Background: an optimization exercise with open tools, aiming at small area and a short achievable clock period. Do not read the settings as production practice. In this exercise RTL edits were held to simulation tests only and were not proved equivalent to the original.

<file path="design/flow/run.sh">
#!/bin/bash
# synth_recipe.tcl (not shown) runs the flow's synth.tcl, then flattens the netlist and writes it again
# the make line also repeats each setting of config.mk as NAME=value (left out here)
make -C /OpenROAD-flow-scripts/flow DESIGN_CONFIG=/design/flow/config.mk WORK_HOME=/design/flow/orfs CLKGATE_MAP_FILE= SYNTH_SCRIPT=/design/flow/synth_recipe.tcl finish
</file>
<file path="design/flow/constraint.sdc">
create_clock -name core_clock -period 8.5 [get_ports {clk}]
set_input_delay 1.7000 -clock core_clock [delete_from_list [all_inputs] [get_ports {clk}]]
set_output_delay 1.7000 -clock core_clock [all_outputs]
set_load 0.01 [all_outputs]
</file>
<file path="design/flow/design.v">
module booth_mult_top (
  input  wire        clk,
  input  wire [15:0] x,
  input  wire [15:0] y,
  output reg  [31:0] p
);
  reg  [15:0] x_q, y_q;
  wire [31:0] p_d;
  always @(posedge clk) begin
    x_q <= x;
    y_q <= y;
    p   <= p_d;
  end
  booth_mult u_mult (.p(p_d), .x(x_q), .y(y_q));
endmodule

module booth_mult (p, x, y);
input  [15:0] x, y;
output [31:0] p;
wire pp0_0;
wire pp0_1;
wire pp0_2;
wire pp0_3;
wire pp0_4;
wire pp0_5;
wire pp0_6;
wire pp0_7;
wire pp0_8;
wire pp0_9;
wire pp0_10;
wire pp0_11;
wire pp0_12;
wire pp0_13;
wire pp0_14;
wire pp0_15;
wire pp1_0;
wire pp1_1;
wire pp1_2;
wire pp1_3;
wire pp1_4;
wire pp1_5;
wire pp1_6;
wire pp1_7;
wire pp1_8;
wire pp1_9;
wire pp1_10;
wire pp1_11;
wire pp1_12;
wire pp1_13;
wire pp1_14;
wire pp1_15;
wire pp2_0;
wire pp2_1;
wire pp2_2;
wire pp2_3;
wire pp2_4;
wire pp2_5;
wire pp2_6;
wire pp2_7;
wire pp2_8;
wire pp2_9;
wire pp2_10;
wire pp2_11;
wire pp2_12;
wire pp2_13;
wire pp2_14;
wire pp2_15;
wire pp3_0;
wire pp3_1;
wire pp3_2;
wire pp3_3;
wire pp3_4;
wire pp3_5;
wire pp3_6;
wire pp3_7;
wire pp3_8;
wire pp3_9;
wire pp3_10;
wire pp3_11;
wire pp3_12;
wire pp3_13;
wire pp3_14;
wire pp3_15;
wire pp4_0;
wire pp4_1;
wire pp4_2;
wire pp4_3;
wire pp4_4;
wire pp4_5;
wire pp4_6;
wire pp4_7;
wire pp4_8;
wire pp4_9;
wire pp4_10;
wire pp4_11;
wire pp4_12;
wire pp4_13;
wire pp4_14;
wire pp4_15;
wire pp5_0;
wire pp5_1;
wire pp5_2;
wire pp5_3;
wire pp5_4;
wire pp5_5;
wire pp5_6;
wire pp5_7;
wire pp5_8;
wire pp5_9;
wire pp5_10;
wire pp5_11;
wire pp5_12;
wire pp5_13;
wire pp5_14;
wire pp5_15;
wire pp6_0;
wire pp6_1;
wire pp6_2;
wire pp6_3;
wire pp6_4;
wire pp6_5;
wire pp6_6;
wire pp6_7;
wire pp6_8;
wire pp6_9;
wire pp6_10;
wire pp6_11;
wire pp6_12;
wire pp6_13;
wire pp6_14;
wire pp6_15;
wire pp7_0;
wire pp7_1;
wire pp7_2;
wire pp7_3;
wire pp7_4;
wire pp7_5;
wire pp7_6;
wire pp7_7;
wire pp7_8;
wire pp7_9;
wire pp7_10;
wire pp7_11;
wire pp7_12;
wire pp7_13;
wire pp7_14;
wire pp7_15;
wire pp8_0;
wire pp8_1;
wire pp8_2;
wire pp8_3;
wire pp8_4;
wire pp8_5;
wire pp8_6;
wire pp8_7;
wire pp8_8;
wire pp8_9;
wire pp8_10;
wire pp8_11;
wire pp8_12;
wire pp8_13;
wire pp8_14;
wire pp8_15;
wire pp9_0;
wire pp9_1;
wire pp9_2;
wire pp9_3;
wire pp9_4;
wire pp9_5;
wire pp9_6;
wire pp9_7;
wire pp9_8;
wire pp9_9;
wire pp9_10;
wire pp9_11;
wire pp9_12;
wire pp9_13;
wire pp9_14;
wire pp9_15;
wire pp10_0;
wire pp10_1;
wire pp10_2;
wire pp10_3;
wire pp10_4;
wire pp10_5;
wire pp10_6;
wire pp10_7;
wire pp10_8;
wire pp10_9;
wire pp10_10;
wire pp10_11;
wire pp10_12;
wire pp10_13;
wire pp10_14;
wire pp10_15;
wire pp11_0;
wire pp11_1;
wire pp11_2;
wire pp11_3;
wire pp11_4;
wire pp11_5;
wire pp11_6;
wire pp11_7;
wire pp11_8;
wire pp11_9;
wire pp11_10;
wire pp11_11;
wire pp11_12;
wire pp11_13;
wire pp11_14;
wire pp11_15;
wire pp12_0;
wire pp12_1;
wire pp12_2;
wire pp12_3;
wire pp12_4;
wire pp12_5;
wire pp12_6;
wire pp12_7;
wire pp12_8;
wire pp12_9;
wire pp12_10;
wire pp12_11;
wire pp12_12;
wire pp12_13;
wire pp12_14;
wire pp12_15;
wire pp13_0;
wire pp13_1;
wire pp13_2;
wire pp13_3;
wire pp13_4;
wire pp13_5;
wire pp13_6;
wire pp13_7;
wire pp13_8;
wire pp13_9;
wire pp13_10;
wire pp13_11;
wire pp13_12;
wire pp13_13;
wire pp13_14;
wire pp13_15;
wire pp14_0;
wire pp14_1;
wire pp14_2;
wire pp14_3;
wire pp14_4;
wire pp14_5;
wire pp14_6;
wire pp14_7;
wire pp14_8;
wire pp14_9;
wire pp14_10;
wire pp14_11;
wire pp14_12;
wire pp14_13;
wire pp14_14;
wire pp14_15;
wire pp15_0;
wire pp15_1;
wire pp15_2;
wire pp15_3;
wire pp15_4;
wire pp15_5;
wire pp15_6;
wire pp15_7;
wire pp15_8;
wire pp15_9;
wire pp15_10;
wire pp15_11;
wire pp15_12;
wire pp15_13;
wire pp15_14;
wire pp15_15;
wire s1;
wire c2;
wire s3;
wire c4;
wire s5;
wire c6;
wire s7;
wire c8;
wire s9;
wire c10;
wire s11;
wire c12;
wire s13;
wire c14;
wire s15;
wire c16;
wire s17;
wire c18;
wire s19;
wire c20;
wire s21;
wire c22;
wire s23;
wire c24;
wire s25;
wire c26;
wire s27;
wire c28;
wire s29;
wire c30;
wire s31;
wire c32;
wire s33;
wire c34;
wire s35;
wire c36;
wire s37;
wire c38;
wire s39;
wire c40;
wire s41;
wire c42;
wire s43;
wire c44;
wire s45;
wire c46;
wire s47;
wire c48;
wire s49;
wire c50;
wire s51;
wire c52;
wire s53;
wire c54;
wire s55;
wire c56;
wire s57;
wire c58;
wire s59;
wire c60;
wire s61;
wire c62;
wire s63;
wire c64;
wire s65;
wire c66;
wire s67;
wire c68;
wire s69;
wire c70;
wire s71;
wire c72;
wire s73;
wire c74;
wire s75;
wire c76;
wire s77;
wire c78;
wire s79;
wire c80;
wire s81;
wire c82;
wire s83;
wire c84;
wire s85;
wire c86;
wire s87;
wire c88;
wire s89;
wire c90;
wire s91;
wire c92;
wire s93;
wire c94;
wire s95;
wire c96;
wire s97;
wire c98;
wire s99;
wire c100;
wire s101;
wire c102;
wire s103;
wire c104;
wire s105;
wire c106;
wire s107;
wire c108;
wire s109;
wire c110;
wire s111;
wire c112;
wire s113;
wire c114;
wire s115;
wire c116;
wire s117;
wire c118;
wire s119;
wire c120;
wire s121;
wire c122;
wire s123;
wire c124;
wire s125;
wire c126;
wire s127;
wire c128;
wire s129;
wire c130;
wire s131;
wire c132;
wire s133;
wire c134;
wire s135;
wire c136;
wire s137;
wire c138;
wire s139;
wire c140;
wire s141;
wire c142;
wire s143;
wire c144;
wire s145;
wire c146;
wire s147;
wire c148;
wire s149;
wire c150;
wire s151;
wire c152;
wire s153;
wire c154;
wire s155;
wire c156;
wire s157;
wire c158;
wire s159;
wire c160;
wire s161;
wire c162;
wire s163;
wire c164;
wire s165;
wire c166;
wire s167;
wire c168;
wire s169;
wire c170;
wire s171;
wire c172;
wire s173;
wire c174;
wire s175;
wire c176;
wire s177;
wire c178;
wire s179;
wire c180;
wire s181;
wire c182;
wire s183;
wire c184;
wire s185;
wire c186;
wire s187;
wire c188;
wire s189;
wire c190;
wire s191;
wire c192;
wire s193;
wire c194;
wire s195;
wire c196;
wire s197;
wire c198;
wire s199;
wire c200;
wire s201;
wire c202;
wire s203;
wire c204;
wire s205;
wire c206;
wire s207;
wire c208;
wire s209;
wire c210;
wire s211;
wire c212;
wire s213;
wire c214;
wire s215;
wire c216;
wire s217;
wire c218;
wire s219;
wire c220;
wire s221;
wire c222;
wire s223;
wire c224;
wire s225;
wire c226;
wire s227;
wire c228;
wire s229;
wire c230;
wire s231;
wire c232;
wire s233;
wire c234;
wire s235;
wire c236;
wire s237;
wire c238;
wire s239;
wire c240;
wire s241;
wire c242;
wire s243;
wire c244;
wire s245;
wire c246;
wire s247;
wire c248;
wire s249;
wire c250;
wire s251;
wire c252;
wire s253;
wire c254;
wire s255;
wire c256;
wire s257;
wire c258;
wire s259;
wire c260;
wire s261;
wire c262;
wire s263;
wire c264;
wire s265;
wire c266;
wire s267;
wire c268;
wire s269;
wire c270;
wire s271;
wire c272;
wire s273;
wire c274;
wire s275;
wire c276;
wire s277;
wire c278;
wire s279;
wire c280;
wire s281;
wire c282;
wire s283;
wire c284;
wire s285;
wire c286;
wire s287;
wire c288;
wire s289;
wire c290;
wire s291;
wire c292;
wire s293;
wire c294;
wire s295;
wire c296;
wire s297;
wire c298;
wire s299;
wire c300;
wire s301;
wire c302;
wire s303;
wire c304;
wire s305;
wire c306;
wire s307;
wire c308;
wire s309;
wire c310;
wire s311;
wire c312;
wire s313;
wire c314;
wire s315;
wire c316;
wire s317;
wire c318;
wire s319;
wire c320;
wire s321;
wire c322;
wire s323;
wire c324;
wire s325;
wire c326;
wire s327;
wire c328;
wire s329;
wire c330;
wire s331;
wire c332;
wire s333;
wire c334;
wire s335;
wire c336;
wire s337;
wire c338;
wire s339;
wire c340;
wire s341;
wire c342;
wire s343;
wire c344;
wire s345;
wire c346;
wire s347;
wire c348;
wire s349;
wire c350;
wire s351;
wire c352;
wire s353;
wire c354;
wire s355;
wire c356;
wire s357;
wire c358;
wire s359;
wire c360;
wire s361;
wire c362;
wire s363;
wire c364;
wire s365;
wire c366;
wire s367;
wire c368;
wire s369;
wire c370;
wire s371;
wire c372;
wire s373;
wire c374;
wire s375;
wire c376;
wire s377;
wire c378;
wire s379;
wire c380;
wire s381;
wire c382;
wire s383;
wire c384;
wire s385;
wire c386;
wire s387;
wire c388;
wire s389;
wire c390;
wire s391;
wire c392;
wire s393;
wire c394;
wire s395;
wire c396;
wire s397;
wire c398;
wire s399;
wire c400;
wire s401;
wire c402;
wire s403;
wire c404;
wire s405;
wire c406;
wire s407;
wire c408;
wire s409;
wire c410;
wire s411;
wire c412;
wire s413;
wire c414;
wire s415;
wire c416;
wire s417;
wire c418;
wire s419;
wire c420;
assign pp0_0 = x[0] & y[0];
assign pp0_1 = x[1] & y[0];
assign pp0_2 = x[2] & y[0];
assign pp0_3 = x[3] & y[0];
assign pp0_4 = x[4] & y[0];
assign pp0_5 = x[5] & y[0];
assign pp0_6 = x[6] & y[0];
assign pp0_7 = x[7] & y[0];
assign pp0_8 = x[8] & y[0];
assign pp0_9 = x[9] & y[0];
assign pp0_10 = x[10] & y[0];
assign pp0_11 = x[11] & y[0];
assign pp0_12 = x[12] & y[0];
assign pp0_13 = x[13] & y[0];
assign pp0_14 = x[14] & y[0];
assign pp0_15 = ~(x[15] & y[0]);
assign pp1_0 = x[0] & y[1];
assign pp1_1 = x[1] & y[1];
assign pp1_2 = x[2] & y[1];
assign pp1_3 = x[3] & y[1];
assign pp1_4 = x[4] & y[1];
assign pp1_5 = x[5] & y[1];
assign pp1_6 = x[6] & y[1];
assign pp1_7 = x[7] & y[1];
assign pp1_8 = x[8] & y[1];
assign pp1_9 = x[9] & y[1];
assign pp1_10 = x[10] & y[1];
assign pp1_11 = x[11] & y[1];
assign pp1_12 = x[12] & y[1];
assign pp1_13 = x[13] & y[1];
assign pp1_14 = x[14] & y[1];
assign pp1_15 = ~(x[15] & y[1]);
assign pp2_0 = x[0] & y[2];
assign pp2_1 = x[1] & y[2];
assign pp2_2 = x[2] & y[2];
assign pp2_3 = x[3] & y[2];
assign pp2_4 = x[4] & y[2];
assign pp2_5 = x[5] & y[2];
assign pp2_6 = x[6] & y[2];
assign pp2_7 = x[7] & y[2];
assign pp2_8 = x[8] & y[2];
assign pp2_9 = x[9] & y[2];
assign pp2_10 = x[10] & y[2];
assign pp2_11 = x[11] & y[2];
assign pp2_12 = x[12] & y[2];
assign pp2_13 = x[13] & y[2];
assign pp2_14 = x[14] & y[2];
assign pp2_15 = ~(x[15] & y[2]);
assign pp3_0 = x[0] & y[3];
assign pp3_1 = x[1] & y[3];
assign pp3_2 = x[2] & y[3];
assign pp3_3 = x[3] & y[3];
assign pp3_4 = x[4] & y[3];
assign pp3_5 = x[5] & y[3];
assign pp3_6 = x[6] & y[3];
assign pp3_7 = x[7] & y[3];
assign pp3_8 = x[8] & y[3];
assign pp3_9 = x[9] & y[3];
assign pp3_10 = x[10] & y[3];
assign pp3_11 = x[11] & y[3];
assign pp3_12 = x[12] & y[3];
assign pp3_13 = x[13] & y[3];
assign pp3_14 = x[14] & y[3];
assign pp3_15 = ~(x[15] & y[3]);
assign pp4_0 = x[0] & y[4];
assign pp4_1 = x[1] & y[4];
assign pp4_2 = x[2] & y[4];
assign pp4_3 = x[3] & y[4];
assign pp4_4 = x[4] & y[4];
assign pp4_5 = x[5] & y[4];
assign pp4_6 = x[6] & y[4];
assign pp4_7 = x[7] & y[4];
assign pp4_8 = x[8] & y[4];
assign pp4_9 = x[9] & y[4];
assign pp4_10 = x[10] & y[4];
assign pp4_11 = x[11] & y[4];
assign pp4_12 = x[12] & y[4];
assign pp4_13 = x[13] & y[4];
assign pp4_14 = x[14] & y[4];
assign pp4_15 = ~(x[15] & y[4]);
assign pp5_0 = x[0] & y[5];
assign pp5_1 = x[1] & y[5];
assign pp5_2 = x[2] & y[5];
assign pp5_3 = x[3] & y[5];
assign pp5_4 = x[4] & y[5];
assign pp5_5 = x[5] & y[5];
assign pp5_6 = x[6] & y[5];
assign pp5_7 = x[7] & y[5];
assign pp5_8 = x[8] & y[5];
assign pp5_9 = x[9] & y[5];
assign pp5_10 = x[10] & y[5];
assign pp5_11 = x[11] & y[5];
assign pp5_12 = x[12] & y[5];
assign pp5_13 = x[13] & y[5];
assign pp5_14 = x[14] & y[5];
assign pp5_15 = ~(x[15] & y[5]);
assign pp6_0 = x[0] & y[6];
assign pp6_1 = x[1] & y[6];
assign pp6_2 = x[2] & y[6];
assign pp6_3 = x[3] & y[6];
assign pp6_4 = x[4] & y[6];
assign pp6_5 = x[5] & y[6];
assign pp6_6 = x[6] & y[6];
assign pp6_7 = x[7] & y[6];
assign pp6_8 = x[8] & y[6];
assign pp6_9 = x[9] & y[6];
assign pp6_10 = x[10] & y[6];
assign pp6_11 = x[11] & y[6];
assign pp6_12 = x[12] & y[6];
assign pp6_13 = x[13] & y[6];
assign pp6_14 = x[14] & y[6];
assign pp6_15 = ~(x[15] & y[6]);
assign pp7_0 = x[0] & y[7];
assign pp7_1 = x[1] & y[7];
assign pp7_2 = x[2] & y[7];
assign pp7_3 = x[3] & y[7];
assign pp7_4 = x[4] & y[7];
assign pp7_5 = x[5] & y[7];
assign pp7_6 = x[6] & y[7];
assign pp7_7 = x[7] & y[7];
assign pp7_8 = x[8] & y[7];
assign pp7_9 = x[9] & y[7];
assign pp7_10 = x[10] & y[7];
assign pp7_11 = x[11] & y[7];
assign pp7_12 = x[12] & y[7];
assign pp7_13 = x[13] & y[7];
assign pp7_14 = x[14] & y[7];
assign pp7_15 = ~(x[15] & y[7]);
assign pp8_0 = x[0] & y[8];
assign pp8_1 = x[1] & y[8];
assign pp8_2 = x[2] & y[8];
assign pp8_3 = x[3] & y[8];
assign pp8_4 = x[4] & y[8];
assign pp8_5 = x[5] & y[8];
assign pp8_6 = x[6] & y[8];
assign pp8_7 = x[7] & y[8];
assign pp8_8 = x[8] & y[8];
assign pp8_9 = x[9] & y[8];
assign pp8_10 = x[10] & y[8];
assign pp8_11 = x[11] & y[8];
assign pp8_12 = x[12] & y[8];
assign pp8_13 = x[13] & y[8];
assign pp8_14 = x[14] & y[8];
assign pp8_15 = ~(x[15] & y[8]);
assign pp9_0 = x[0] & y[9];
assign pp9_1 = x[1] & y[9];
assign pp9_2 = x[2] & y[9];
assign pp9_3 = x[3] & y[9];
assign pp9_4 = x[4] & y[9];
assign pp9_5 = x[5] & y[9];
assign pp9_6 = x[6] & y[9];
assign pp9_7 = x[7] & y[9];
assign pp9_8 = x[8] & y[9];
assign pp9_9 = x[9] & y[9];
assign pp9_10 = x[10] & y[9];
assign pp9_11 = x[11] & y[9];
assign pp9_12 = x[12] & y[9];
assign pp9_13 = x[13] & y[9];
assign pp9_14 = x[14] & y[9];
assign pp9_15 = ~(x[15] & y[9]);
assign pp10_0 = x[0] & y[10];
assign pp10_1 = x[1] & y[10];
assign pp10_2 = x[2] & y[10];
assign pp10_3 = x[3] & y[10];
assign pp10_4 = x[4] & y[10];
assign pp10_5 = x[5] & y[10];
assign pp10_6 = x[6] & y[10];
assign pp10_7 = x[7] & y[10];
assign pp10_8 = x[8] & y[10];
assign pp10_9 = x[9] & y[10];
assign pp10_10 = x[10] & y[10];
assign pp10_11 = x[11] & y[10];
assign pp10_12 = x[12] & y[10];
assign pp10_13 = x[13] & y[10];
assign pp10_14 = x[14] & y[10];
assign pp10_15 = ~(x[15] & y[10]);
assign pp11_0 = x[0] & y[11];
assign pp11_1 = x[1] & y[11];
assign pp11_2 = x[2] & y[11];
assign pp11_3 = x[3] & y[11];
assign pp11_4 = x[4] & y[11];
assign pp11_5 = x[5] & y[11];
assign pp11_6 = x[6] & y[11];
assign pp11_7 = x[7] & y[11];
assign pp11_8 = x[8] & y[11];
assign pp11_9 = x[9] & y[11];
assign pp11_10 = x[10] & y[11];
assign pp11_11 = x[11] & y[11];
assign pp11_12 = x[12] & y[11];
assign pp11_13 = x[13] & y[11];
assign pp11_14 = x[14] & y[11];
assign pp11_15 = ~(x[15] & y[11]);
assign pp12_0 = x[0] & y[12];
assign pp12_1 = x[1] & y[12];
assign pp12_2 = x[2] & y[12];
assign pp12_3 = x[3] & y[12];
assign pp12_4 = x[4] & y[12];
assign pp12_5 = x[5] & y[12];
assign pp12_6 = x[6] & y[12];
assign pp12_7 = x[7] & y[12];
assign pp12_8 = x[8] & y[12];
assign pp12_9 = x[9] & y[12];
assign pp12_10 = x[10] & y[12];
assign pp12_11 = x[11] & y[12];
assign pp12_12 = x[12] & y[12];
assign pp12_13 = x[13] & y[12];
assign pp12_14 = x[14] & y[12];
assign pp12_15 = ~(x[15] & y[12]);
assign pp13_0 = x[0] & y[13];
assign pp13_1 = x[1] & y[13];
assign pp13_2 = x[2] & y[13];
assign pp13_3 = x[3] & y[13];
assign pp13_4 = x[4] & y[13];
assign pp13_5 = x[5] & y[13];
assign pp13_6 = x[6] & y[13];
assign pp13_7 = x[7] & y[13];
assign pp13_8 = x[8] & y[13];
assign pp13_9 = x[9] & y[13];
assign pp13_10 = x[10] & y[13];
assign pp13_11 = x[11] & y[13];
assign pp13_12 = x[12] & y[13];
assign pp13_13 = x[13] & y[13];
assign pp13_14 = x[14] & y[13];
assign pp13_15 = ~(x[15] & y[13]);
assign pp14_0 = x[0] & y[14];
assign pp14_1 = x[1] & y[14];
assign pp14_2 = x[2] & y[14];
assign pp14_3 = x[3] & y[14];
assign pp14_4 = x[4] & y[14];
assign pp14_5 = x[5] & y[14];
assign pp14_6 = x[6] & y[14];
assign pp14_7 = x[7] & y[14];
assign pp14_8 = x[8] & y[14];
assign pp14_9 = x[9] & y[14];
assign pp14_10 = x[10] & y[14];
assign pp14_11 = x[11] & y[14];
assign pp14_12 = x[12] & y[14];
assign pp14_13 = x[13] & y[14];
assign pp14_14 = x[14] & y[14];
assign pp14_15 = ~(x[15] & y[14]);
assign pp15_0 = ~(x[0] & y[15]);
assign pp15_1 = ~(x[1] & y[15]);
assign pp15_2 = ~(x[2] & y[15]);
assign pp15_3 = ~(x[3] & y[15]);
assign pp15_4 = ~(x[4] & y[15]);
assign pp15_5 = ~(x[5] & y[15]);
assign pp15_6 = ~(x[6] & y[15]);
assign pp15_7 = ~(x[7] & y[15]);
assign pp15_8 = ~(x[8] & y[15]);
assign pp15_9 = ~(x[9] & y[15]);
assign pp15_10 = ~(x[10] & y[15]);
assign pp15_11 = ~(x[11] & y[15]);
assign pp15_12 = ~(x[12] & y[15]);
assign pp15_13 = ~(x[13] & y[15]);
assign pp15_14 = ~(x[14] & y[15]);
assign pp15_15 = x[15] & y[15];
assign s1 = pp0_13 ^ pp1_12;
assign c2 = pp0_13 & pp1_12;
assign s3 = pp0_14 ^ pp1_13 ^ pp2_12;
assign c4 = (pp0_14 & pp1_13) | (pp0_14 & pp2_12) | (pp1_13 & pp2_12);
assign s5 = pp3_11 ^ pp4_10;
assign c6 = pp3_11 & pp4_10;
assign s7 = pp0_15 ^ pp1_14 ^ pp2_13;
assign c8 = (pp0_15 & pp1_14) | (pp0_15 & pp2_13) | (pp1_14 & pp2_13);
assign s9 = pp3_12 ^ pp4_11 ^ pp5_10;
assign c10 = (pp3_12 & pp4_11) | (pp3_12 & pp5_10) | (pp4_11 & pp5_10);
assign s11 = pp6_9 ^ pp7_8;
assign c12 = pp6_9 & pp7_8;
assign s13 = pp1_15 ^ pp2_14 ^ pp3_13;
assign c14 = (pp1_15 & pp2_14) | (pp1_15 & pp3_13) | (pp2_14 & pp3_13);
assign s15 = pp4_12 ^ pp5_11 ^ pp6_10;
assign c16 = (pp4_12 & pp5_11) | (pp4_12 & pp6_10) | (pp5_11 & pp6_10);
assign s17 = pp7_9 ^ pp8_8 ^ pp9_7;
assign c18 = (pp7_9 & pp8_8) | (pp7_9 & pp9_7) | (pp8_8 & pp9_7);
assign s19 = pp2_15 ^ pp3_14 ^ pp4_13;
assign c20 = (pp2_15 & pp3_14) | (pp2_15 & pp4_13) | (pp3_14 & pp4_13);
assign s21 = pp5_12 ^ pp6_11 ^ pp7_10;
assign c22 = (pp5_12 & pp6_11) | (pp5_12 & pp7_10) | (pp6_11 & pp7_10);
assign s23 = pp3_15 ^ pp4_14 ^ pp5_13;
assign c24 = (pp3_15 & pp4_14) | (pp3_15 & pp5_13) | (pp4_14 & pp5_13);
assign s25 = pp0_9 ^ pp1_8;
assign c26 = pp0_9 & pp1_8;
assign s27 = pp0_10 ^ pp1_9 ^ pp2_8;
assign c28 = (pp0_10 & pp1_9) | (pp0_10 & pp2_8) | (pp1_9 & pp2_8);
assign s29 = pp3_7 ^ pp4_6;
assign c30 = pp3_7 & pp4_6;
assign s31 = pp0_11 ^ pp1_10 ^ pp2_9;
assign c32 = (pp0_11 & pp1_10) | (pp0_11 & pp2_9) | (pp1_10 & pp2_9);
assign s33 = pp3_8 ^ pp4_7 ^ pp5_6;
assign c34 = (pp3_8 & pp4_7) | (pp3_8 & pp5_6) | (pp4_7 & pp5_6);
assign s35 = pp6_5 ^ pp7_4;
assign c36 = pp6_5 & pp7_4;
assign s37 = pp0_12 ^ pp1_11 ^ pp2_10;
assign c38 = (pp0_12 & pp1_11) | (pp0_12 & pp2_10) | (pp1_11 & pp2_10);
assign s39 = pp3_9 ^ pp4_8 ^ pp5_7;
assign c40 = (pp3_9 & pp4_8) | (pp3_9 & pp5_7) | (pp4_8 & pp5_7);
assign s41 = pp6_6 ^ pp7_5 ^ pp8_4;
assign c42 = (pp6_6 & pp7_5) | (pp6_6 & pp8_4) | (pp7_5 & pp8_4);
assign s43 = pp9_3 ^ pp10_2;
assign c44 = pp9_3 & pp10_2;
assign s45 = pp2_11 ^ pp3_10 ^ pp4_9;
assign c46 = (pp2_11 & pp3_10) | (pp2_11 & pp4_9) | (pp3_10 & pp4_9);
assign s47 = pp5_8 ^ pp6_7 ^ pp7_6;
assign c48 = (pp5_8 & pp6_7) | (pp5_8 & pp7_6) | (pp6_7 & pp7_6);
assign s49 = pp8_5 ^ pp9_4 ^ pp10_3;
assign c50 = (pp8_5 & pp9_4) | (pp8_5 & pp10_3) | (pp9_4 & pp10_3);
assign s51 = pp11_2 ^ pp12_1 ^ pp13_0;
assign c52 = (pp11_2 & pp12_1) | (pp11_2 & pp13_0) | (pp12_1 & pp13_0);
assign s53 = pp5_9 ^ pp6_8 ^ pp7_7;
assign c54 = (pp5_9 & pp6_8) | (pp5_9 & pp7_7) | (pp6_8 & pp7_7);
assign s55 = pp8_6 ^ pp9_5 ^ pp10_4;
assign c56 = (pp8_6 & pp9_5) | (pp8_6 & pp10_4) | (pp9_5 & pp10_4);
assign s57 = pp11_3 ^ pp12_2 ^ pp13_1;
assign c58 = (pp11_3 & pp12_2) | (pp11_3 & pp13_1) | (pp12_2 & pp13_1);
assign s59 = pp14_0 ^ s3 ^ s5;
assign c60 = (pp14_0 & s3) | (pp14_0 & s5) | (s3 & s5);
assign s61 = pp8_7 ^ pp9_6 ^ pp10_5;
assign c62 = (pp8_7 & pp9_6) | (pp8_7 & pp10_5) | (pp9_6 & pp10_5);
assign s63 = pp11_4 ^ pp12_3 ^ pp13_2;
assign c64 = (pp11_4 & pp12_3) | (pp11_4 & pp13_2) | (pp12_3 & pp13_2);
assign s65 = pp14_1 ^ pp15_0 ^ s7;
assign c66 = (pp14_1 & pp15_0) | (pp14_1 & s7) | (pp15_0 & s7);
assign s67 = s9 ^ s11 ^ c4;
assign c68 = (s9 & s11) | (s9 & c4) | (s11 & c4);
assign s69 = pp10_6 ^ pp11_5 ^ pp12_4;
assign c70 = (pp10_6 & pp11_5) | (pp10_6 & pp12_4) | (pp11_5 & pp12_4);
assign s71 = pp13_3 ^ pp14_2 ^ pp15_1;
assign c72 = (pp13_3 & pp14_2) | (pp13_3 & pp15_1) | (pp14_2 & pp15_1);
assign s73 = 1'b1 ^ s13 ^ s15;
assign c74 = (1'b1 & s13) | (1'b1 & s15) | (s13 & s15);
assign s75 = s17 ^ c8 ^ c10;
assign c76 = (s17 & c8) | (s17 & c10) | (c8 & c10);
assign s77 = pp8_9 ^ pp9_8 ^ pp10_7;
assign c78 = (pp8_9 & pp9_8) | (pp8_9 & pp10_7) | (pp9_8 & pp10_7);
assign s79 = pp11_6 ^ pp12_5 ^ pp13_4;
assign c80 = (pp11_6 & pp12_5) | (pp11_6 & pp13_4) | (pp12_5 & pp13_4);
assign s81 = pp14_3 ^ pp15_2 ^ s19;
assign c82 = (pp14_3 & pp15_2) | (pp14_3 & s19) | (pp15_2 & s19);
assign s83 = s21 ^ c14 ^ c16;
assign c84 = (s21 & c14) | (s21 & c16) | (c14 & c16);
assign s85 = pp6_12 ^ pp7_11 ^ pp8_10;
assign c86 = (pp6_12 & pp7_11) | (pp6_12 & pp8_10) | (pp7_11 & pp8_10);
assign s87 = pp9_9 ^ pp10_8 ^ pp11_7;
assign c88 = (pp9_9 & pp10_8) | (pp9_9 & pp11_7) | (pp10_8 & pp11_7);
assign s89 = pp12_6 ^ pp13_5 ^ pp14_4;
assign c90 = (pp12_6 & pp13_5) | (pp12_6 & pp14_4) | (pp13_5 & pp14_4);
assign s91 = pp15_3 ^ s23 ^ c20;
assign c92 = (pp15_3 & s23) | (pp15_3 & c20) | (s23 & c20);
assign s93 = pp4_15 ^ pp5_14 ^ pp6_13;
assign c94 = (pp4_15 & pp5_14) | (pp4_15 & pp6_13) | (pp5_14 & pp6_13);
assign s95 = pp7_12 ^ pp8_11 ^ pp9_10;
assign c96 = (pp7_12 & pp8_11) | (pp7_12 & pp9_10) | (pp8_11 & pp9_10);
assign s97 = pp10_9 ^ pp11_8 ^ pp12_7;
assign c98 = (pp10_9 & pp11_8) | (pp10_9 & pp12_7) | (pp11_8 & pp12_7);
assign s99 = pp13_6 ^ pp14_5 ^ pp15_4;
assign c100 = (pp13_6 & pp14_5) | (pp13_6 & pp15_4) | (pp14_5 & pp15_4);
assign s101 = pp5_15 ^ pp6_14 ^ pp7_13;
assign c102 = (pp5_15 & pp6_14) | (pp5_15 & pp7_13) | (pp6_14 & pp7_13);
assign s103 = pp8_12 ^ pp9_11 ^ pp10_10;
assign c104 = (pp8_12 & pp9_11) | (pp8_12 & pp10_10) | (pp9_11 & pp10_10);
assign s105 = pp11_9 ^ pp12_8 ^ pp13_7;
assign c106 = (pp11_9 & pp12_8) | (pp11_9 & pp13_7) | (pp12_8 & pp13_7);
assign s107 = pp6_15 ^ pp7_14 ^ pp8_13;
assign c108 = (pp6_15 & pp7_14) | (pp6_15 & pp8_13) | (pp7_14 & pp8_13);
assign s109 = pp9_12 ^ pp10_11 ^ pp11_10;
assign c110 = (pp9_12 & pp10_11) | (pp9_12 & pp11_10) | (pp10_11 & pp11_10);
assign s111 = pp7_15 ^ pp8_14 ^ pp9_13;
assign c112 = (pp7_15 & pp8_14) | (pp7_15 & pp9_13) | (pp8_14 & pp9_13);
assign s113 = pp0_6 ^ pp1_5;
assign c114 = pp0_6 & pp1_5;
assign s115 = pp0_7 ^ pp1_6 ^ pp2_5;
assign c116 = (pp0_7 & pp1_6) | (pp0_7 & pp2_5) | (pp1_6 & pp2_5);
assign s117 = pp3_4 ^ pp4_3;
assign c118 = pp3_4 & pp4_3;
assign s119 = pp0_8 ^ pp1_7 ^ pp2_6;
assign c120 = (pp0_8 & pp1_7) | (pp0_8 & pp2_6) | (pp1_7 & pp2_6);
assign s121 = pp3_5 ^ pp4_4 ^ pp5_3;
assign c122 = (pp3_5 & pp4_4) | (pp3_5 & pp5_3) | (pp4_4 & pp5_3);
assign s123 = pp6_2 ^ pp7_1;
assign c124 = pp6_2 & pp7_1;
assign s125 = pp2_7 ^ pp3_6 ^ pp4_5;
assign c126 = (pp2_7 & pp3_6) | (pp2_7 & pp4_5) | (pp3_6 & pp4_5);
assign s127 = pp5_4 ^ pp6_3 ^ pp7_2;
assign c128 = (pp5_4 & pp6_3) | (pp5_4 & pp7_2) | (pp6_3 & pp7_2);
assign s129 = pp8_1 ^ pp9_0 ^ s25;
assign c130 = (pp8_1 & pp9_0) | (pp8_1 & s25) | (pp9_0 & s25);
assign s131 = pp5_5 ^ pp6_4 ^ pp7_3;
assign c132 = (pp5_5 & pp6_4) | (pp5_5 & pp7_3) | (pp6_4 & pp7_3);
assign s133 = pp8_2 ^ pp9_1 ^ pp10_0;
assign c134 = (pp8_2 & pp9_1) | (pp8_2 & pp10_0) | (pp9_1 & pp10_0);
assign s135 = s27 ^ s29 ^ c26;
assign c136 = (s27 & s29) | (s27 & c26) | (s29 & c26);
assign s137 = pp8_3 ^ pp9_2 ^ pp10_1;
assign c138 = (pp8_3 & pp9_2) | (pp8_3 & pp10_1) | (pp9_2 & pp10_1);
assign s139 = pp11_0 ^ s31 ^ s33;
assign c140 = (pp11_0 & s31) | (pp11_0 & s33) | (s31 & s33);
assign s141 = s35 ^ c28 ^ c30;
assign c142 = (s35 & c28) | (s35 & c30) | (c28 & c30);
assign s143 = pp11_1 ^ pp12_0 ^ s37;
assign c144 = (pp11_1 & pp12_0) | (pp11_1 & s37) | (pp12_0 & s37);
assign s145 = s39 ^ s41 ^ s43;
assign c146 = (s39 & s41) | (s39 & s43) | (s41 & s43);
assign s147 = c32 ^ c34 ^ c36;
assign c148 = (c32 & c34) | (c32 & c36) | (c34 & c36);
assign s149 = s1 ^ s45 ^ s47;
assign c150 = (s1 & s45) | (s1 & s47) | (s45 & s47);
assign s151 = s49 ^ s51 ^ c38;
assign c152 = (s49 & s51) | (s49 & c38) | (s51 & c38);
assign s153 = c40 ^ c42 ^ c44;
assign c154 = (c40 & c42) | (c40 & c44) | (c42 & c44);
assign s155 = c2 ^ s53 ^ s55;
assign c156 = (c2 & s53) | (c2 & s55) | (s53 & s55);
assign s157 = s57 ^ s59 ^ c46;
assign c158 = (s57 & s59) | (s57 & c46) | (s59 & c46);
assign s159 = c48 ^ c50 ^ c52;
assign c160 = (c48 & c50) | (c48 & c52) | (c50 & c52);
assign s161 = c6 ^ s61 ^ s63;
assign c162 = (c6 & s61) | (c6 & s63) | (s61 & s63);
assign s163 = s65 ^ s67 ^ c54;
assign c164 = (s65 & s67) | (s65 & c54) | (s67 & c54);
assign s165 = c56 ^ c58 ^ c60;
assign c166 = (c56 & c58) | (c56 & c60) | (c58 & c60);
assign s167 = c12 ^ s69 ^ s71;
assign c168 = (c12 & s69) | (c12 & s71) | (s69 & s71);
assign s169 = s73 ^ s75 ^ c62;
assign c170 = (s73 & s75) | (s73 & c62) | (s75 & c62);
assign s171 = c64 ^ c66 ^ c68;
assign c172 = (c64 & c66) | (c64 & c68) | (c66 & c68);
assign s173 = c18 ^ s77 ^ s79;
assign c174 = (c18 & s77) | (c18 & s79) | (s77 & s79);
assign s175 = s81 ^ s83 ^ c70;
assign c176 = (s81 & s83) | (s81 & c70) | (s83 & c70);
assign s177 = c72 ^ c74 ^ c76;
assign c178 = (c72 & c74) | (c72 & c76) | (c74 & c76);
assign s179 = c22 ^ s85 ^ s87;
assign c180 = (c22 & s85) | (c22 & s87) | (s85 & s87);
assign s181 = s89 ^ s91 ^ c78;
assign c182 = (s89 & s91) | (s89 & c78) | (s91 & c78);
assign s183 = c80 ^ c82 ^ c84;
assign c184 = (c80 & c82) | (c80 & c84) | (c82 & c84);
assign s185 = c24 ^ s93 ^ s95;
assign c186 = (c24 & s93) | (c24 & s95) | (s93 & s95);
assign s187 = s97 ^ s99 ^ c86;
assign c188 = (s97 & s99) | (s97 & c86) | (s99 & c86);
assign s189 = c88 ^ c90 ^ c92;
assign c190 = (c88 & c90) | (c88 & c92) | (c90 & c92);
assign s191 = pp14_6 ^ pp15_5 ^ s101;
assign c192 = (pp14_6 & pp15_5) | (pp14_6 & s101) | (pp15_5 & s101);
assign s193 = s103 ^ s105 ^ c94;
assign c194 = (s103 & s105) | (s103 & c94) | (s105 & c94);
assign s195 = c96 ^ c98 ^ c100;
assign c196 = (c96 & c98) | (c96 & c100) | (c98 & c100);
assign s197 = pp12_9 ^ pp13_8 ^ pp14_7;
assign c198 = (pp12_9 & pp13_8) | (pp12_9 & pp14_7) | (pp13_8 & pp14_7);
assign s199 = pp15_6 ^ s107 ^ s109;
assign c200 = (pp15_6 & s107) | (pp15_6 & s109) | (s107 & s109);
assign s201 = c102 ^ c104 ^ c106;
assign c202 = (c102 & c104) | (c102 & c106) | (c104 & c106);
assign s203 = pp10_12 ^ pp11_11 ^ pp12_10;
assign c204 = (pp10_12 & pp11_11) | (pp10_12 & pp12_10) | (pp11_11 & pp12_10);
assign s205 = pp13_9 ^ pp14_8 ^ pp15_7;
assign c206 = (pp13_9 & pp14_8) | (pp13_9 & pp15_7) | (pp14_8 & pp15_7);
assign s207 = s111 ^ c108 ^ c110;
assign c208 = (s111 & c108) | (s111 & c110) | (c108 & c110);
assign s209 = pp8_15 ^ pp9_14 ^ pp10_13;
assign c210 = (pp8_15 & pp9_14) | (pp8_15 & pp10_13) | (pp9_14 & pp10_13);
assign s211 = pp11_12 ^ pp12_11 ^ pp13_10;
assign c212 = (pp11_12 & pp12_11) | (pp11_12 & pp13_10) | (pp12_11 & pp13_10);
assign s213 = pp14_9 ^ pp15_8 ^ c112;
assign c214 = (pp14_9 & pp15_8) | (pp14_9 & c112) | (pp15_8 & c112);
assign s215 = pp9_15 ^ pp10_14 ^ pp11_13;
assign c216 = (pp9_15 & pp10_14) | (pp9_15 & pp11_13) | (pp10_14 & pp11_13);
assign s217 = pp12_12 ^ pp13_11 ^ pp14_10;
assign c218 = (pp12_12 & pp13_11) | (pp12_12 & pp14_10) | (pp13_11 & pp14_10);
assign s219 = pp10_15 ^ pp11_14 ^ pp12_13;
assign c220 = (pp10_15 & pp11_14) | (pp10_15 & pp12_13) | (pp11_14 & pp12_13);
assign s221 = pp0_4 ^ pp1_3;
assign c222 = pp0_4 & pp1_3;
assign s223 = pp0_5 ^ pp1_4 ^ pp2_3;
assign c224 = (pp0_5 & pp1_4) | (pp0_5 & pp2_3) | (pp1_4 & pp2_3);
assign s225 = pp3_2 ^ pp4_1;
assign c226 = pp3_2 & pp4_1;
assign s227 = pp2_4 ^ pp3_3 ^ pp4_2;
assign c228 = (pp2_4 & pp3_3) | (pp2_4 & pp4_2) | (pp3_3 & pp4_2);
assign s229 = pp5_1 ^ pp6_0 ^ s113;
assign c230 = (pp5_1 & pp6_0) | (pp5_1 & s113) | (pp6_0 & s113);
assign s231 = pp5_2 ^ pp6_1 ^ pp7_0;
assign c232 = (pp5_2 & pp6_1) | (pp5_2 & pp7_0) | (pp6_1 & pp7_0);
assign s233 = s115 ^ s117 ^ c114;
assign c234 = (s115 & s117) | (s115 & c114) | (s117 & c114);
assign s235 = pp8_0 ^ s119 ^ s121;
assign c236 = (pp8_0 & s119) | (pp8_0 & s121) | (s119 & s121);
assign s237 = s123 ^ c116 ^ c118;
assign c238 = (s123 & c116) | (s123 & c118) | (c116 & c118);
assign s239 = s125 ^ s127 ^ s129;
assign c240 = (s125 & s127) | (s125 & s129) | (s127 & s129);
assign s241 = c120 ^ c122 ^ c124;
assign c242 = (c120 & c122) | (c120 & c124) | (c122 & c124);
assign s243 = s131 ^ s133 ^ s135;
assign c244 = (s131 & s133) | (s131 & s135) | (s133 & s135);
assign s245 = c126 ^ c128 ^ c130;
assign c246 = (c126 & c128) | (c126 & c130) | (c128 & c130);
assign s247 = s137 ^ s139 ^ s141;
assign c248 = (s137 & s139) | (s137 & s141) | (s139 & s141);
assign s249 = c132 ^ c134 ^ c136;
assign c250 = (c132 & c134) | (c132 & c136) | (c134 & c136);
assign s251 = s143 ^ s145 ^ s147;
assign c252 = (s143 & s145) | (s143 & s147) | (s145 & s147);
assign s253 = c138 ^ c140 ^ c142;
assign c254 = (c138 & c140) | (c138 & c142) | (c140 & c142);
assign s255 = s149 ^ s151 ^ s153;
assign c256 = (s149 & s151) | (s149 & s153) | (s151 & s153);
assign s257 = c144 ^ c146 ^ c148;
assign c258 = (c144 & c146) | (c144 & c148) | (c146 & c148);
assign s259 = s155 ^ s157 ^ s159;
assign c260 = (s155 & s157) | (s155 & s159) | (s157 & s159);
assign s261 = c150 ^ c152 ^ c154;
assign c262 = (c150 & c152) | (c150 & c154) | (c152 & c154);
assign s263 = s161 ^ s163 ^ s165;
assign c264 = (s161 & s163) | (s161 & s165) | (s163 & s165);
assign s265 = c156 ^ c158 ^ c160;
assign c266 = (c156 & c158) | (c156 & c160) | (c158 & c160);
assign s267 = s167 ^ s169 ^ s171;
assign c268 = (s167 & s169) | (s167 & s171) | (s169 & s171);
assign s269 = c162 ^ c164 ^ c166;
assign c270 = (c162 & c164) | (c162 & c166) | (c164 & c166);
assign s271 = s173 ^ s175 ^ s177;
assign c272 = (s173 & s175) | (s173 & s177) | (s175 & s177);
assign s273 = c168 ^ c170 ^ c172;
assign c274 = (c168 & c170) | (c168 & c172) | (c170 & c172);
assign s275 = s179 ^ s181 ^ s183;
assign c276 = (s179 & s181) | (s179 & s183) | (s181 & s183);
assign s277 = c174 ^ c176 ^ c178;
assign c278 = (c174 & c176) | (c174 & c178) | (c176 & c178);
assign s279 = s185 ^ s187 ^ s189;
assign c280 = (s185 & s187) | (s185 & s189) | (s187 & s189);
assign s281 = c180 ^ c182 ^ c184;
assign c282 = (c180 & c182) | (c180 & c184) | (c182 & c184);
assign s283 = s191 ^ s193 ^ s195;
assign c284 = (s191 & s193) | (s191 & s195) | (s193 & s195);
assign s285 = c186 ^ c188 ^ c190;
assign c286 = (c186 & c188) | (c186 & c190) | (c188 & c190);
assign s287 = s197 ^ s199 ^ s201;
assign c288 = (s197 & s199) | (s197 & s201) | (s199 & s201);
assign s289 = c192 ^ c194 ^ c196;
assign c290 = (c192 & c194) | (c192 & c196) | (c194 & c196);
assign s291 = s203 ^ s205 ^ s207;
assign c292 = (s203 & s205) | (s203 & s207) | (s205 & s207);
assign s293 = c198 ^ c200 ^ c202;
assign c294 = (c198 & c200) | (c198 & c202) | (c200 & c202);
assign s295 = s209 ^ s211 ^ s213;
assign c296 = (s209 & s211) | (s209 & s213) | (s211 & s213);
assign s297 = c204 ^ c206 ^ c208;
assign c298 = (c204 & c206) | (c204 & c208) | (c206 & c208);
assign s299 = pp15_9 ^ s215 ^ s217;
assign c300 = (pp15_9 & s215) | (pp15_9 & s217) | (s215 & s217);
assign s301 = c210 ^ c212 ^ c214;
assign c302 = (c210 & c212) | (c210 & c214) | (c212 & c214);
assign s303 = pp13_12 ^ pp14_11 ^ pp15_10;
assign c304 = (pp13_12 & pp14_11) | (pp13_12 & pp15_10) | (pp14_11 & pp15_10);
assign s305 = s219 ^ c216 ^ c218;
assign c306 = (s219 & c216) | (s219 & c218) | (c216 & c218);
assign s307 = pp11_15 ^ pp12_14 ^ pp13_13;
assign c308 = (pp11_15 & pp12_14) | (pp11_15 & pp13_13) | (pp12_14 & pp13_13);
assign s309 = pp14_12 ^ pp15_11 ^ c220;
assign c310 = (pp14_12 & pp15_11) | (pp14_12 & c220) | (pp15_11 & c220);
assign s311 = pp12_15 ^ pp13_14 ^ pp14_13;
assign c312 = (pp12_15 & pp13_14) | (pp12_15 & pp14_13) | (pp13_14 & pp14_13);
assign s313 = pp0_3 ^ pp1_2;
assign c314 = pp0_3 & pp1_2;
assign s315 = pp2_2 ^ pp3_1 ^ pp4_0;
assign c316 = (pp2_2 & pp3_1) | (pp2_2 & pp4_0) | (pp3_1 & pp4_0);
assign s317 = pp5_0 ^ s223 ^ s225;
assign c318 = (pp5_0 & s223) | (pp5_0 & s225) | (s223 & s225);
assign s319 = s227 ^ s229 ^ c224;
assign c320 = (s227 & s229) | (s227 & c224) | (s229 & c224);
assign s321 = s231 ^ s233 ^ c228;
assign c322 = (s231 & s233) | (s231 & c228) | (s233 & c228);
assign s323 = s235 ^ s237 ^ c232;
assign c324 = (s235 & s237) | (s235 & c232) | (s237 & c232);
assign s325 = s239 ^ s241 ^ c236;
assign c326 = (s239 & s241) | (s239 & c236) | (s241 & c236);
assign s327 = s243 ^ s245 ^ c240;
assign c328 = (s243 & s245) | (s243 & c240) | (s245 & c240);
assign s329 = s247 ^ s249 ^ c244;
assign c330 = (s247 & s249) | (s247 & c244) | (s249 & c244);
assign s331 = s251 ^ s253 ^ c248;
assign c332 = (s251 & s253) | (s251 & c248) | (s253 & c248);
assign s333 = s255 ^ s257 ^ c252;
assign c334 = (s255 & s257) | (s255 & c252) | (s257 & c252);
assign s335 = s259 ^ s261 ^ c256;
assign c336 = (s259 & s261) | (s259 & c256) | (s261 & c256);
assign s337 = s263 ^ s265 ^ c260;
assign c338 = (s263 & s265) | (s263 & c260) | (s265 & c260);
assign s339 = s267 ^ s269 ^ c264;
assign c340 = (s267 & s269) | (s267 & c264) | (s269 & c264);
assign s341 = s271 ^ s273 ^ c268;
assign c342 = (s271 & s273) | (s271 & c268) | (s273 & c268);
assign s343 = s275 ^ s277 ^ c272;
assign c344 = (s275 & s277) | (s275 & c272) | (s277 & c272);
assign s345 = s279 ^ s281 ^ c276;
assign c346 = (s279 & s281) | (s279 & c276) | (s281 & c276);
assign s347 = s283 ^ s285 ^ c280;
assign c348 = (s283 & s285) | (s283 & c280) | (s285 & c280);
assign s349 = s287 ^ s289 ^ c284;
assign c350 = (s287 & s289) | (s287 & c284) | (s289 & c284);
assign s351 = s291 ^ s293 ^ c288;
assign c352 = (s291 & s293) | (s291 & c288) | (s293 & c288);
assign s353 = s295 ^ s297 ^ c292;
assign c354 = (s295 & s297) | (s295 & c292) | (s297 & c292);
assign s355 = s299 ^ s301 ^ c296;
assign c356 = (s299 & s301) | (s299 & c296) | (s301 & c296);
assign s357 = s303 ^ s305 ^ c300;
assign c358 = (s303 & s305) | (s303 & c300) | (s305 & c300);
assign s359 = s307 ^ s309 ^ c304;
assign c360 = (s307 & s309) | (s307 & c304) | (s309 & c304);
assign s361 = pp15_12 ^ s311 ^ c308;
assign c362 = (pp15_12 & s311) | (pp15_12 & c308) | (s311 & c308);
assign s363 = pp13_15 ^ pp14_14 ^ pp15_13;
assign c364 = (pp13_15 & pp14_14) | (pp13_15 & pp15_13) | (pp14_14 & pp15_13);
assign s365 = pp0_2 ^ pp1_1;
assign c366 = pp0_2 & pp1_1;
assign s367 = pp2_1 ^ pp3_0 ^ s313;
assign c368 = (pp2_1 & pp3_0) | (pp2_1 & s313) | (pp3_0 & s313);
assign s369 = s221 ^ s315 ^ c314;
assign c370 = (s221 & s315) | (s221 & c314) | (s315 & c314);
assign s371 = c222 ^ s317 ^ c316;
assign c372 = (c222 & s317) | (c222 & c316) | (s317 & c316);
assign s373 = c226 ^ s319 ^ c318;
assign c374 = (c226 & s319) | (c226 & c318) | (s319 & c318);
assign s375 = c230 ^ s321 ^ c320;
assign c376 = (c230 & s321) | (c230 & c320) | (s321 & c320);
assign s377 = c234 ^ s323 ^ c322;
assign c378 = (c234 & s323) | (c234 & c322) | (s323 & c322);
assign s379 = c238 ^ s325 ^ c324;
assign c380 = (c238 & s325) | (c238 & c324) | (s325 & c324);
assign s381 = c242 ^ s327 ^ c326;
assign c382 = (c242 & s327) | (c242 & c326) | (s327 & c326);
assign s383 = c246 ^ s329 ^ c328;
assign c384 = (c246 & s329) | (c246 & c328) | (s329 & c328);
assign s385 = c250 ^ s331 ^ c330;
assign c386 = (c250 & s331) | (c250 & c330) | (s331 & c330);
assign s387 = c254 ^ s333 ^ c332;
assign c388 = (c254 & s333) | (c254 & c332) | (s333 & c332);
assign s389 = c258 ^ s335 ^ c334;
assign c390 = (c258 & s335) | (c258 & c334) | (s335 & c334);
assign s391 = c262 ^ s337 ^ c336;
assign c392 = (c262 & s337) | (c262 & c336) | (s337 & c336);
assign s393 = c266 ^ s339 ^ c338;
assign c394 = (c266 & s339) | (c266 & c338) | (s339 & c338);
assign s395 = c270 ^ s341 ^ c340;
assign c396 = (c270 & s341) | (c270 & c340) | (s341 & c340);
assign s397 = c274 ^ s343 ^ c342;
assign c398 = (c274 & s343) | (c274 & c342) | (s343 & c342);
assign s399 = c278 ^ s345 ^ c344;
assign c400 = (c278 & s345) | (c278 & c344) | (s345 & c344);
assign s401 = c282 ^ s347 ^ c346;
assign c402 = (c282 & s347) | (c282 & c346) | (s347 & c346);
assign s403 = c286 ^ s349 ^ c348;
assign c404 = (c286 & s349) | (c286 & c348) | (s349 & c348);
assign s405 = c290 ^ s351 ^ c350;
assign c406 = (c290 & s351) | (c290 & c350) | (s351 & c350);
assign s407 = c294 ^ s353 ^ c352;
assign c408 = (c294 & s353) | (c294 & c352) | (s353 & c352);
assign s409 = c298 ^ s355 ^ c354;
assign c410 = (c298 & s355) | (c298 & c354) | (s355 & c354);
assign s411 = c302 ^ s357 ^ c356;
assign c412 = (c302 & s357) | (c302 & c356) | (s357 & c356);
assign s413 = c306 ^ s359 ^ c358;
assign c414 = (c306 & s359) | (c306 & c358) | (s359 & c358);
assign s415 = c310 ^ s361 ^ c360;
assign c416 = (c310 & s361) | (c310 & c360) | (s361 & c360);
assign s417 = c312 ^ s363 ^ c362;
assign c418 = (c312 & s363) | (c312 & c362) | (s363 & c362);
assign s419 = pp14_15 ^ pp15_14 ^ c364;
assign c420 = (pp14_15 & pp15_14) | (pp14_15 & c364) | (pp15_14 & c364);
wire [31:0] ra = {1'b1, pp15_15, s419, s417, s415, s413, s411, s409, s407, s405, s403, s401, s399, s397, s395, s393, s391, s389, s387, s385, s383, s381, s379, s377, s375, s373, s371, s369, s367, pp2_0, pp0_1, pp0_0};
wire [31:0] rb = {1'b0, c420, c418, c416, c414, c412, c410, c408, c406, c404, c402, c400, c398, c396, c394, c392, c390, c388, c386, c384, c382, c380, c378, c376, c374, c372, c370, c368, c366, s365, pp1_0, 1'b0};
assign p = ra + rb;
endmodule
</file>
<file path="design/flow/config.mk">
export PLATFORM = sky130hd
export DESIGN_NAME = booth_mult_top
export DESIGN_NICKNAME = booth_mult_top
export VERILOG_FILES = /design/flow/design.v
export SDC_FILE = /design/flow/constraint.sdc
export NUM_CORES = 4
export LEC_CHECK = 0
export CAP_MARGIN = 20
export CORE_MARGIN = 2
export CORE_UTILIZATION = 40
export SLEW_MARGIN = 20
</file>
==> summary.txt <==
-- metrics by stage --
| step | cells | hold slack [ps] |
|---|---|---|
| 6_report | 1289 | 679 |
| 5_1_grt | 1289 | 720 |
| 4_1_cts | 1289 | 682 |
| 3_5_place_dp | 1274 | 675 |
| 3_3_place_gp | 1274 | 678 |
| 2_1_floorplan | 961 | 504 |
-- metal layers --
metal,track usage (%),share of wire [%]
met3,2.69,4.4
met5,0,0
met4,7.12,3.0
met1,26.3,41
met2,37.2,52
-- flip-flops by register name, summed over array words and instances (netlist names) --
register / cells
p: 32
y_q: 16
x_q: 16
-- cells in the final DEF (no fill, tap or decap), types with 16 or more instances in the layout --
cell             netlist  final
a21oi_1               34     34
xnor2_1               19     19
dfxtp_1               64     64
and2_1               181    181
inv_1                177    177
clkdlybuf4s50_1        0     64
ha_1                  45     45
fa_1                 196    196
nor2_1                16     16
nand2_1              101    101
-- final cells by class --
type                            count  area share [%]
Tap cell                          285            3.45
Inverter                          177            6.43
Sequential cell                    64            12.4
Clock buffer                       11            2.45
Multi-Input combinational cell    681            68.3
Clock inverter                      4           0.521
Timing Repair Buffer               67            6.42
-- Yosys cell counts (all sizes together) --
library cell  count  area share, %
o221ai            3           0.35
nand4             7           0.48
o211a             1           0.11
o21a              3           0.33
buf               5           0.53
clkbuf           34            1.5
a21boi            1          0.082
o211ai            2           0.22
fa              196             43
o221a             1           0.22
ha               45            6.1
and2            182             12
a211oi            2           0.22
dfxtp            64             14
a41oi             2           0.27
xnor2            19            1.8
a31oi             2           0.14
o21bai            1          0.082
o21ai            18           0.98
xor2              9           0.86
o22ai             1          0.068
nand3b            1          0.082
o31a              2           0.19
nand3             6           0.44
nand2b            1          0.068
nor2b             6           0.49
nand2           101            4.1
and3              1          0.068
a21o              5           0.41
o31ai             2           0.31
inv             177            7.2
nor3              8           0.44
a311oi            1          0.095
nor2             16           0.65
and4              1          0.095
a21oi            35            1.9
-- tightest hold or removal path: cells and delay by family (launching register included) --
| kind | cells | cell delay [ps] |
|---|---|---|
| flip-flops | 1 | 290 |
| AND/OR/NAND/NOR | 1 | 150 |
| buffers and inverters | 1 | 190 |
-- final timing paths --
| kind | start | end | cells past startpoint |
|---|---|---|---|
| worst max-delay path | x_q[12]$_DFF_P_ | p[31]$_DFF_P_ | 16 |
| worst min-delay path | x_q[0]$_DFF_P_ | p[0]$_DFF_P_ | 2 |
| worst max register to register | x_q[12]$_DFF_P_ | p[31]$_DFF_P_ | 16 |
| worst min register to register | x_q[0]$_DFF_P_ | p[0]$_DFF_P_ | 2 |
-- cell families after synthesis --
logic type / Yosys count / synth area share [%]
compound gates: 82 / 6.02
xor+xnor: 28 / 2.67
fa+ha+maj: 241 / 48.8
buf+inv: 216 / 9.25
flops: 64 / 13.9
simple gates: 330 / 19.3
==> summary.txt <==
Die Span X=roughly 160 um; Worst Path Required=~8800 ps; Pins Over Slew Limit=0; drt pass-1 iters=4; diode count=0; Fin Setup TNS=0 ps; clock slew at reported path FFs=about 70 ps; total grt overflow=0; Slowest cell on crit path=dfxtp_1; Mapped Nets=1235; largest net degree at the start of global routing=17; MaxCap Viol Count=0; Fill cells=2185; WL/cell=~18 um; post-route cell area=roughly 10000 um^2; DIE AREA=between 20000 and 25000 um^2; Worst Path Max Fanout=16; initial antenna violation count=0; Layout Utilization=between 40 and 50%; Post-DRT Antenna Nets=0; CTS tree=yes; synthesis-to-finish area growth=12.4%; sequential share of the synthesized area=between 10% and 20%; Worst-Margin Slew=about 860 ps; multi-input logic area=a little over 7000 um^2; CTS H-tree depth=3; drc violations=0; worst skew pair latency=around 350 ps; Slew headroom=~43%; Site Rows=55; # port buffers=between 60 and 70; final setup vio count=0; drt first-iter violations=approximately 230; clk sink count=between 60 and 70; vias in the first global route=around 7300; Post-CTS Setup Bufs=0; dpl ws=2690 ps; Cell Chain, Critical Path=nand2_1 > fa_1 > fa_1 > inv_1 > fa_1 > fa_1 > fa_1 > fa_1 > ha_1 > a21oi_1 > nor2b_1 > o21ai_0 > a311oi_1 > a21oi_1 > nor2_1 > a211oi_1; clk_skew=roughly 11 ps; minimum clock period after layout=5850 ps; Worst Setup End Kind=register; Syn. warnings=1; vias per cell=5.06; DP Area=10000 um^2; Setup Crit Path Kind=reg2reg; wirelength, routed=approximately 23000 um; TritonCTS Buffers=9; Worst path max stage delay=780 ps; Post-Syn Area=9190 um^2; r2r setup slk=2650 ps; path type of the worst min-delay path=reg2reg; total track usage=between 20% and 30%; max frequency=between 0.15 and 0.2 GHz; CTS resizes=0; crit path buf inv count=1; Seq cells post-synth=64; DP HPWL=roughly 17000 um; via count=~6500; RSZ-0062 raised after global routing=no; Top Family by Delay on Critical Path=adder cells; mean area per synthesized cell=around 9.6 um^2; I/O pin count=65; gpl congestion=roughly 0.86; setup ws final=between 2000 and 3000 ps; share of post-route cells with drive strength above 1=around 3%; Initial Util=around two fifths; outcome=timing/DRC/antenna clean; Final Net Count=~1300; clk buf depth=2; Tcrit/Tclk final=68.8%; first-pass GRT wire length=between 30000 and 40000 um; Synth Instances=between 900 and 1000; startpoint types=register; cts hold-fix bufs=0; Hold Vio Cnt, Final=0; CP arrival=around 6100 ps; CP most frequent cell=fa_1; Core Area=around 23000 um^2; root buffer cell=clkbuf_16; register area=around 1300 um^2; chip height=roughly 160 um; Cell variety after synth=about 50

static timing again, ports no longer ideal:
The flow's constraints put no driver on any port. The routed layout listed below was extracted and timed again, unchanged, in two steps.
Step 1 sets driving cells, clkbuf_16 on the clock port and buf_2 on the other inputs (assumed; they add their load-dependent delay and slew).
Step 2, shift: input delay + t, output delay - t, t = (earliest + latest rising clock arrival at the registers) / 2. This alone moves slack from input paths to output paths.
Slacks: ideal / step 1 / step 2; pairs: ideal / step 1.
t, ns: 0.389
slack for setup (ns): 2.653 / 2.653 / 2.653
hold WS [ns]: 0.679 / 0.679 / 0.679
worst setup path at the end: register to register
worst data-port slew with drivers (ns): 0.04
After both steps setup and hold are still met in this run. The setup slack of this run moves by 0.000 ns with the drivers and by 0.000 ns with both steps.
